This is an optimization exercise on Yosys and OpenROAD, whose aim is small area, a short achievable clock period and few clock cycles, not a production implementation.
Only simulation tests tie the RTL to the original design; equivalence was not proved.
Power and IR drop assume default switching activity.

## wip/maple
==> flow/design.v <==
`timescale 1ns / 1ps
module sync_fifo (
	input				Clk,
	input				Rst,
	output reg			InBus_Rdy,
	input				InBus_Val,
	input				InBus_Eop,
	input [7:0]			InBus_Mod,
	input [63:0]		InBus_Dat,
	output				wr,
	input [2:0]			free,		 
	output reg [63:0]	slot0,
	output reg [63:0]	slot1,
	output reg [63:0]	slot2,
	output reg [2:0]	eop,		 
	output reg [8:0]	last,		 
	output reg [2:0]	val,
	output reg [2:0]	wp			 
);
assign wr = InBus_Val && InBus_Rdy;
wire [2:0]	wsel     = wr ? wp : 3'b000;
wire [2:0]	load     = InBus_Rdy ? wp : 3'b000;
wire [2:0]	val_next = (val & ~free) | wsel;
wire [2:0]	wp_next  = wr ? {wp[1:0], wp[2]} : wp;
wire [2:0]	last_in  = InBus_Mod[2:0] - 3'd1;	 
always @(posedge Clk)
begin
	if (load[0]) begin slot0 <= InBus_Dat; eop[0] <= InBus_Eop; last[2:0] <= last_in; end
	if (load[1]) begin slot1 <= InBus_Dat; eop[1] <= InBus_Eop; last[5:3] <= last_in; end
	if (load[2]) begin slot2 <= InBus_Dat; eop[2] <= InBus_Eop; last[8:6] <= last_in; end
end
always @(posedge Clk)
begin
	if (Rst)
	begin
		val			<= 3'b000;
		wp			<= 3'b001;
		InBus_Rdy	<= 1'b1;
	end
	else
	begin
		val			<= val_next;
		wp			<= wp_next;
		InBus_Rdy	<= ~|(val_next & wp_next);
	end
end
endmodule
`timescale 1ns / 1ps
module receive_packet (
	input				Rst,
	input				Clk,
	input				wr,
	input				InBus_Sop,
	input				InBus_Eop,
	input [7:0]			InBus_Mod,
	input [15:0]		InBus_Len,
	output reg			InBus_Error
);
reg [15:0]	beat_length;	 
wire		mod_bad = InBus_Eop ? (InBus_Mod > 8'd8) : (InBus_Mod != 8'd0);
wire [3:0]	beat_bytes = (InBus_Mod[3:0] == 4'd0) ? 4'd8 : InBus_Mod[3:0];
wire [15:0]	rest_length = beat_length - 16'd8;
wire [15:0]	cur_len = InBus_Sop ? InBus_Len : rest_length;
always @(posedge Clk)
begin
	if (wr)
		beat_length	<= cur_len;
end
always @(posedge Clk)
begin
	if (Rst)
		InBus_Error	<= 1'b0;
	else if (wr && (mod_bad || (InBus_Eop && (cur_len != {12'b0, beat_bytes}))))
		InBus_Error	<= 1'b1;
end
endmodule
`timescale 1ns / 1ps
module out_packet (	 
    input 						Rst,   
    input 						Clk,   
	input [63:0]				slot0,
	input [63:0]				slot1,
	input [63:0]				slot2,
	input [2:0]					eop,
	input [8:0]					last,
	input [2:0]					val,
	output [2:0]				free,
    output reg					OutBus_Val,   
    output reg					OutBus_Sop,   
    output reg					OutBus_Eop,   
    output reg [3:0]			OutBus_Mod,   
    output reg [63:0]			OutBus_Dat,   
    output reg [15:0] 			OutBus_PktLen,   
    output reg [7:0] 			OutBus_PktType   
    );
reg [2:0]		s;			 
reg [2:0]		a;			 
reg				insub;		 
reg [15:3]		rem;		 
reg				fit;		 
wire [2:0]		s1 = {s[1:0], s[2]};
wire [2:0]		s2 = {s[0], s[2:1]};
wire [63:0]		cur = ({64{s[0]}} & slot0) | ({64{s[1]}} & slot1) | ({64{s[2]}} & slot2);
wire [63:0]		nxt = ({64{s[2]}} & slot0) | ({64{s[0]}} & slot1) | ({64{s[1]}} & slot2);
wire			cur_val = |(s & val);
wire			nxt_val = |(s1 & val);
wire			cur_eop = |(s & eop);
wire			nxt_eop = |(s1 & eop);
wire [2:0]		cur_last = ({3{s[0]}} & last[2:0]) | ({3{s[1]}} & last[5:3]) | ({3{s[2]}} & last[8:6]);
wire [2:0]		nxt_last = ({3{s[2]}} & last[2:0]) | ({3{s[0]}} & last[5:3]) | ({3{s[1]}} & last[8:6]);
reg [63:0]		lane_mask;
always @*
begin
	case (a)
	3'd0: lane_mask = 64'hFFFF_FFFF_FFFF_FFFF;
	3'd1: lane_mask = 64'h00FF_FFFF_FFFF_FFFF;
	3'd2: lane_mask = 64'h0000_FFFF_FFFF_FFFF;
	3'd3: lane_mask = 64'h0000_00FF_FFFF_FFFF;
	3'd4: lane_mask = 64'h0000_0000_FFFF_FFFF;
	3'd5: lane_mask = 64'h0000_0000_00FF_FFFF;
	3'd6: lane_mask = 64'h0000_0000_0000_FFFF;
	default: lane_mask = 64'h0000_0000_0000_00FF;
	endcase
end
wire [63:0]		merged = (cur & lane_mask) | (nxt & ~lane_mask);
wire [127:0]	rot2   = {merged, merged} << {a, 3'b000};
wire [63:0]		beat   = rot2[127:64];
wire [15:0]		hdr_len  = beat[63:48];
wire [7:0]		hdr_type = beat[47:40];
reg [3:0]		hk;		 
reg				hle8;	 
integer			l;
always @*
begin
	hk   = 4'd0;
	hle8 = 1'b0;
	for (l = 0; l < 8; l = l + 1)
		if (a == l)
		begin
			if (cur[63-8*l -: 8] == 8'd0 &&
				((l < 7) ? (cur[55-8*l -: 8] <= 8'd8) : (nxt[63:56] <= 8'd8)))
			begin
				hle8 = 1'b1;
				hk   = (l < 7) ? cur[51-8*l -: 4] : nxt[59:56];
			end
			else
				hk   = 4'd8;
		end
end
wire			rle8  = (rem == 13'd1) || (rem == 13'd2 && OutBus_PktLen[2:0] == 3'd0);
wire [3:0]		rk    = rle8 ? {1'b0, OutBus_PktLen[2:0]} | {rem[4], 3'b000} : 4'd8;
wire			le8   = insub ? rle8 : hle8;
wire [3:0]		k     = insub ? rk : hk;
wire [3:0]		p     = {1'b0, a} + k;
wire			pge8  = (k >= 4'd8 - {1'b0, a});
wire			span  = (k > 4'd8 - {1'b0, a}) || (!insub && (a[2:1] == 2'b11));
wire			go    = cur_val && (nxt_val || fit);
wire [3:0]		k_cur = {1'b0, cur_last} + 4'd1 - {1'b0, a};
wire [3:0]		k_nxt = {1'b0, nxt_last} + 4'd9 - {1'b0, a};
wire			jump_cur = le8 && cur_eop && (k == k_cur);
wire			jump_nxt = le8 && nxt_eop && (k == k_nxt);
wire			jump  = jump_cur || jump_nxt;
wire [63:0]		keep  = ~(64'hFFFF_FFFF_FFFF_FFFF >> {k, 3'b000});
assign free = ({3{go && (pge8 || jump)}} & s) | ({3{go && jump_nxt}} & s1);
always @(posedge Clk)
begin
	OutBus_Sop		<= !insub;
	OutBus_Eop		<= le8;
	OutBus_Mod		<= k;
	OutBus_Dat		<= beat & keep;
	if (go && !insub)
	begin
		OutBus_PktLen	<= hdr_len;
		OutBus_PktType	<= hdr_type;
	end
	if (go)
		rem			<= insub ? rem - 13'd1 : hdr_len[15:3];
end
always @(posedge Clk)
begin
	if (Rst)
	begin
		s			<= 3'b001;
		a			<= 3'd3;
		insub		<= 1'b0;
		fit			<= 1'b0;
		OutBus_Val	<= 1'b0;
	end
	else
	begin
		OutBus_Val	<= go;
		fit			<= !go && cur_val && !span;
		if (go)
		begin
			insub	<= !le8;
			if (jump)
			begin
				s		<= jump_nxt ? s2 : s1;
				a		<= 3'd3;
			end
			else
			begin
				if (pge8)
					s	<= s1;
				a		<= p[2:0];
			end
		end
	end
end
endmodule
`timescale 1ns / 1ps
module packet_chopper
(
    input 					Rst,   
    input 					Clk,   
    output 					InBus_Rdy,   
    input 					InBus_Val,   
    input 					InBus_Sop,   
    input 					InBus_Eop,   
    input [7:0]				InBus_Mod,   
    input [63:0]			InBus_Dat,   
    output 					OutBus_Val,   
    output 					OutBus_Sop,   
    output 					OutBus_Eop,   
    output [3:0]			OutBus_Mod,   
    output [63:0]			OutBus_Dat,   
    output [15:0] 			OutBus_PktLen,   
    output [7:0] 			OutBus_PktType,   
    output 					Error				 
    );
wire [63:0]		slot0, slot1, slot2;
wire [2:0]		slot_val;
wire [2:0]		slot_eop;
wire [8:0]		slot_last;
wire [2:0]		slot_wp;
wire [2:0]		slot_free;
wire			wr;
sync_fifo ring_inst (
	.Clk		(Clk),
	.Rst		(Rst),
	.InBus_Rdy	(InBus_Rdy),
	.InBus_Val	(InBus_Val),
	.InBus_Eop	(InBus_Eop),
	.InBus_Mod	(InBus_Mod),
	.InBus_Dat	(InBus_Dat),
	.wr			(wr),
	.free		(slot_free),
	.slot0		(slot0),
	.slot1		(slot1),
	.slot2		(slot2),
	.eop		(slot_eop),
	.last		(slot_last),
	.val		(slot_val),
	.wp			(slot_wp)
);
receive_packet recv_packet_inst (
	.Rst		(Rst),
	.Clk		(Clk),
	.wr			(wr),
	.InBus_Sop	(InBus_Sop),
	.InBus_Eop	(InBus_Eop),
	.InBus_Mod	(InBus_Mod),
	.InBus_Len	(InBus_Dat[63:48]),
	.InBus_Error(Error)
);
out_packet out_packet_inst (
	.Rst			(Rst),
	.Clk			(Clk),
	.slot0			(slot0),
	.slot1			(slot1),
	.slot2			(slot2),
	.eop			(slot_eop),
	.last			(slot_last),
	.val			(slot_val),
	.free			(slot_free),
	.OutBus_Val		(OutBus_Val),
	.OutBus_Sop		(OutBus_Sop),
	.OutBus_Eop		(OutBus_Eop),
	.OutBus_Mod		(OutBus_Mod),
	.OutBus_Dat		(OutBus_Dat),
	.OutBus_PktLen	(OutBus_PktLen),
	.OutBus_PktType	(OutBus_PktType)
);
endmodule
clock: 10.0 ns
lec_check: 0
abc_area: 1
cap_margin: 20
core_margin: 2
core_utilization: 45
place_density: 0.65
slew_margin: 20
standard.sh (not shown) runs the stock make flow with config.mk's settings and CLKGATE_MAP_FILE= SYNTH_SCRIPT=/design/flow/synth_recipe.tcl, a recipe that flattens the netlist after the stock synthesis.
==> flow/flow/run.sh <==
#!/bin/bash
# The standard layout with these changes:
#  - the port buffers are buf_1 cells rather than the delay buffers
#    buffer_ports picks by default.
# Each make run's full output goes to its own log file here.
set -euo pipefail
B="BUFFER_PORTS_ARGS=-buffer_cell sky130_fd_sc_hd__buf_1"
bash standard.sh SETUP_SLACK_MARGIN=7 TNS_END_PERCENT=0 "$B" cts > make_cts.log 2>&1
bash standard.sh SETUP_SLACK_MARGIN=0 "$B" finish > make_finish.log 2>&1
wip/maple | status: complete | timing, DRC, antenna: pass
Testbench counts of wip/maple, summed over its fixed seeds: cycles 9,508.
Inputs modified between wip/maple and wip/quartz:
- PLACE_DENSITY: 0.65 -> 0.55
- CORE_UTILIZATION: 45 -> 35
--- a/flow/flow/run.sh
+++ b/flow/flow/run.sh
@@ -8 +8 @@
-bash standard.sh SETUP_SLACK_MARGIN=7 TNS_END_PERCENT=0 "$B" cts > make_cts.log 2>&1
+bash standard.sh SETUP_SLACK_MARGIN=6.5 "$B" cts > make_cts.log 2>&1
==> comparison <==
Re combinational group share of total power: wip/quartz and wip/maple aren't equal, and the lower value belongs to wip/maple. Final cell count, wip/quartz and wip/maple: higher on wip/quartz. Delta(total clock network power, wip/quartz - wip/maple) < 0. Run comparison: wip/maple termination of the worst setup path out_packet_inst.OutBus_Dat[28]; wip/quartz termination of the worst setup path ring_inst.InBus_Rdy.
Relative to wip/quartz, the following input files were edited for wip/ember:
- a change of PLACE_DENSITY from 0.55 to 0.65
- a change of CORE_UTILIZATION from 35 to 45
==> flow/flow/run.sh <==
#!/bin/bash
set -euo pipefail
bash standard.sh SETUP_SLACK_MARGIN=6.5 "BUFFER_PORTS_ARGS=-buffer_cell sky130_fd_sc_hd__buf_1" finish > make.log 2>&1
### Flow results
- Changes observed in wip/ember relative to wip/quartz: number of antenna violations at the first check in global routing saw a decrease; cell count went down; shortest clock period the worst path allows after layout +0.091 ns.
- Re fraction of area in registers: wip/quartz was higher than wip/ember.
- Changes observed in wip/ember relative to wip/quartz: total wirelength of the detailed-routed design increased by about 0.75% relative to the old numbers; starting density of the core higher; maximum fanout along the worst path decreased 28; first-pass GRT wire length went down.
- Delta (wip/ember minus wip/quartz): area growth from synthesis to layout saw an increase; filler cell count now sits lower.
Setup changes, wip/ember to wip/umber
==> flow/flow/run.sh <==
#!/bin/bash
# The standard layout with these changes:
#  - the port buffers are buf_1 cells rather than the delay buffers
#    buffer_ports picks by default.
# Each make run's full output goes to its own log file here.
set -euo pipefail
B="BUFFER_PORTS_ARGS=-buffer_cell sky130_fd_sc_hd__buf_1"
bash standard.sh SETUP_SLACK_MARGIN=6.5 TNS_END_PERCENT=0 "$B" cts > make_cts.log 2>&1
bash standard.sh SETUP_SLACK_MARGIN=0 "$B" finish > make_finish.log 2>&1
## What came out
- No run among wip/ember and wip/umber stopped early or left any final violation; all are clean.
- [wip/umber] total of fill cells in the finished design rose about 3.4% relative to wip/ember
- Proportion of layout cells with a drive suffix above 1, wip/ember and wip/umber: higher on wip/ember
- Worst hold slack ends up higher on wip/ember.
- The run with more setup slack is wip/ember; wip/umber has less.
- Between wip/ember and wip/umber, the flow reports first-iteration DRC count increasing by a little under 10%.
- The lower cell depth of the worst setup path came out of wip/umber.

[afterwards: timing with drivers on the ports]
In the flow no input, the clock included, has a driving cell. The finished layouts below were timed again as built, in two steps.
Step 1 (the two cells are an assumption about what drives the block):
set clk [get_ports {Clk}]
set_driving_cell -lib_cell sky130_fd_sc_hd__clkbuf_16 $clk
set_driving_cell -lib_cell sky130_fd_sc_hd__buf_2 [delete_from_list [all_inputs] $clk]
Step 2 adds t to the input delays and takes it off the output delays; t is the mean of the earliest and latest rising clock arrival at the registers after step 1. Input paths then give back, and output paths get back, about the clock's delay inside the block.
Three values: ideal, step 1, step 2; two values: the first two.
run | shift t [ns] | slack for setup (ns) | hold WS [ns] | clock arrival spread, ns | cell pins on the clock port's net
wip/maple | 0.603 | 6.146 / 6.146 / 5.625 | 0.492 / 0.492 / 0.492 | 0.028 / 0.028 | 1
wip/quartz | 0.609 | 6.245 / 6.245 / 5.898 | 0.500 / 0.500 / 0.500 | 0.015 / 0.014 | 1
wip/ember | 0.603 | 6.154 / 6.154 / 5.999 | 0.500 / 0.500 / 0.500 | 0.026 / 0.026 | 1
wip/umber | 0.603 | 6.146 / 6.146 / 5.625 | 0.492 / 0.492 / 0.492 | 0.028 / 0.028 | 1
After both steps setup and hold are still met in every run listed.
